Background: an optimization exercise with open tools, aiming at small area, a short achievable clock period and few clock cycles per item. Do not read the settings as production practice. In this exercise RTL edits were held to simulation tests only and were not proved equivalent to the original. Power figures rest on the tool's default switching activity, not on a simulated workload.

// data_mover_bram
module data_mover_bram
#(
	parameter CNT_BIT = 31,
	parameter DWIDTH = 32,
	parameter AWIDTH = 12,
	parameter MEM_SIZE = 3481,
	parameter IN_DATA_WITDH = 32  
)
(
    input 				clk,
    input 				reset_n,
	input 				i_run,
	input  [CNT_BIT-1:0]	i_num_cnt,
	output   			o_idle,
	output   			o_read,
	output   			o_write,
	output  			o_done,
	output[AWIDTH-1:0] 	addr_b0,
	output 				ce_b0,
	output 				we_b0,
	input [DWIDTH-1:0]  q_b0,
	output[DWIDTH-1:0] 	d_b0,
	output[AWIDTH-1:0] 	addr_b1,
	output 				ce_b1,
	output 				we_b1,
	input [DWIDTH-1:0]  q_b1,
	output[DWIDTH-1:0] 	d_b1,
	output[AWIDTH-1:0] 	addr_b2,
	output 				ce_b2,
	output 				we_b2,
	input [DWIDTH-1:0]  q_b2,
	output[DWIDTH-1:0] 	d_b2,
	output[AWIDTH-1:0] 	addr_b3,
	output 				ce_b3,
	output 				we_b3,
	input [DWIDTH-1:0]  q_b3,
	output[DWIDTH-1:0] 	d_b3,
	output[AWIDTH-1:0] 	addr_b4,
	output 				ce_b4,
	output 				we_b4,
	input [DWIDTH-1:0]  q_b4,
	output[DWIDTH-1:0] 	d_b4,
	output[AWIDTH-1:0] 	addr_b5,
	output 				ce_b5,
	output 				we_b5,
	input [DWIDTH-1:0]  q_b5,
	output[DWIDTH-1:0] 	d_b5,
	output[AWIDTH-1:0] 	addr_b6,
	output 				ce_b6,
	output 				we_b6,
	input [DWIDTH-1:0]  q_b6,
	output[DWIDTH-1:0] 	d_b6,
	output[AWIDTH-1:0] 	addr_b7,
	output 				ce_b7,
	output 				we_b7,
	input [DWIDTH-1:0]  q_b7,
	output[DWIDTH-1:0] 	d_b7,
	output[AWIDTH-1:0] 	addr_b8,
	output 				ce_b8,
	output 				we_b8,
	input [DWIDTH-1:0]  q_b8,
	output[DWIDTH-1:0] 	d_b8,
	output[AWIDTH-1:0] 	addr_b9,
	output 				ce_b9,
	output 				we_b9,
	input [DWIDTH-1:0]  q_b9,
	output[DWIDTH-1:0] 	d_b9,
	output[AWIDTH-1:0] 	addr_b10,
	output 				ce_b10,
	output 				we_b10,
	input [DWIDTH-1:0]  q_b10,
	output[DWIDTH-1:0] 	d_b10,
	output[AWIDTH-1:0] 	addr_b11,
	output 				ce_b11,
	output 				we_b11,
	input [DWIDTH-1:0]  q_b11,
	output[DWIDTH-1:0] 	d_b11,
	output[AWIDTH-1:0] 	addr_b12,
	output 				ce_b12,
	output 				we_b12,
	input [DWIDTH-1:0]  q_b12,
	output[DWIDTH-1:0] 	d_b12,
	output[AWIDTH-1:0] 	addr_b13,
	output 				ce_b13,
	output 				we_b13,
	input [DWIDTH-1:0]  q_b13,
	output[DWIDTH-1:0] 	d_b13,
	output[AWIDTH-1:0] 	addr_b14,
	output 				ce_b14,
	output 				we_b14,
	input [DWIDTH-1:0]  q_b14,
	output[DWIDTH-1:0] 	d_b14,
	output[AWIDTH-1:0] 	addr_b15,
	output 				ce_b15,
	output 				we_b15,
	input [DWIDTH-1:0]  q_b15,
	output[DWIDTH-1:0] 	d_b15,
	output[AWIDTH-1:0] 	addr_b16,
	output 				ce_b16,
	output 				we_b16,
	input [DWIDTH-1:0]  q_b16,
	output[DWIDTH-1:0] 	d_b16,
	output[DWIDTH-1:0]  result_0,
	output[DWIDTH-1:0]  result_1,
	output[DWIDTH-1:0]  result_2,
	output[DWIDTH-1:0]  result_3,
	output[DWIDTH-1:0]  result_4,
	output[DWIDTH-1:0]  result_5,
	output[DWIDTH-1:0]  result_6,
	output[DWIDTH-1:0]  result_7,
	output[DWIDTH-1:0]  result_8,
	output[DWIDTH-1:0]  result_9,
	output[DWIDTH-1:0]  result_10,
	output[DWIDTH-1:0]  result_11,
	output[DWIDTH-1:0]  result_12,
	output[DWIDTH-1:0]  result_13,
	output[DWIDTH-1:0]  result_14,
	output[DWIDTH-1:0]  result_15
    );
Size: ~24,000 cells after synthesis, ~1,900 I/O pins, about 250,000 sq um of cells after synthesis.
clock: 10.0 ns
lec_check: 0
cap_margin: 30
core_margin: 2
core_utilization: 45
cts_cluster_diameter: 80
cts_cluster_size: 24
setup_slack_margin: 5
slew_margin: 30
synth_hierarchical: 1
run.sh (not shown) runs the stock make flow with config.mk's settings and CLKGATE_MAP_FILE= SYNTH_SCRIPT=/design/flow/synth_recipe.tcl, a recipe that flattens the netlist after the stock synthesis.
The starting point finished clean.
Testbench counts at the start, summed over its fixed seeds: cycles 51,412, items 50,068.
==> next run, changes <==
==> flow/flow/run.sh (new file) <==
#!/bin/bash
# Layout flow: the standard ORFS flow (standard.sh, with the standard synthesis), with
# these changes to how the layout is made:
#   - the port buffers that placement inserts start as buf_1 cells (the resizer sizes up
#     the ones on timing paths), not the delay cells it picks by default;
#   - antenna repair after detailed routing may take more rounds.
# ORFS writes each step's full log under orfs/logs/; make's own output goes to make.log.
set -euo pipefail
export BUFFER_PORTS_ARGS="-buffer_cell sky130_fd_sc_hd__buf_1"
export SETUP_SLACK_MARGIN=6.3
export MAX_REPAIR_ANTENNAS_ITER_DRT=15
bash standard.sh finish > make.log 2>&1
==> flow/standard.sh (new file) <==
#!/bin/bash
# synth_recipe.tcl (not shown) runs the flow's synth.tcl, then flattens the netlist and writes it again
# the make line also repeats each setting of config.mk as NAME=value (left out here)
make -C /OpenROAD-flow-scripts/flow DESIGN_CONFIG=/design/flow/config.mk WORK_HOME=/design/flow/orfs CLKGATE_MAP_FILE= SYNTH_SCRIPT=/design/flow/synth_recipe.tcl "${@:-finish}"
- CAP_MARGIN: 30 -> 20
- CORE_UTILIZATION: 45 -> 50
- SETUP_SLACK_MARGIN: 5 -> not set
- SLEW_MARGIN: 30 -> 20
removed: flow/run.sh
Result: Worst setup slack improves by 0.88 ns; total power stays flat; critical path depth drops by 12; register-to-register slack improves by 0.88 ns; die area falls by 9.9%; cell area went down by about 2%; first-iteration DRC count is lower by about 1.8%.

==> separate check: timing with driven ports <==
No port has a modelled driver above. Below, the same layouts with a new extraction and two added sets of constraints.
Step 1: set_driving_cell puts a clkbuf_16 on clk and a buf_2 on each other input, an assumption about the parent block.
Step 2 adds t to the input delays and takes it off the output delays; t is the mean of the earliest and latest rising clock arrival at the registers after step 1. Input paths then give back, and output paths get back, about the clock's delay inside the block.
a / b / c = no drivers / after step 1 / after step 2; a / b = the first two.
| run | shift t [ns] | setup slack, ns | worst setup path at the end |
|---|---|---|---|
| the first run | 1.137 | 5.438 / 5.438 / 5.068 | input to register |
| the second run | 1.119 | 6.317 / 6.182 / 5.492 | input to register |
After both steps every run listed still meets setup and hold. The setup slack of the second run, which loses most, moves by -0.135 ns with the drivers and by -0.825 ns with both steps.
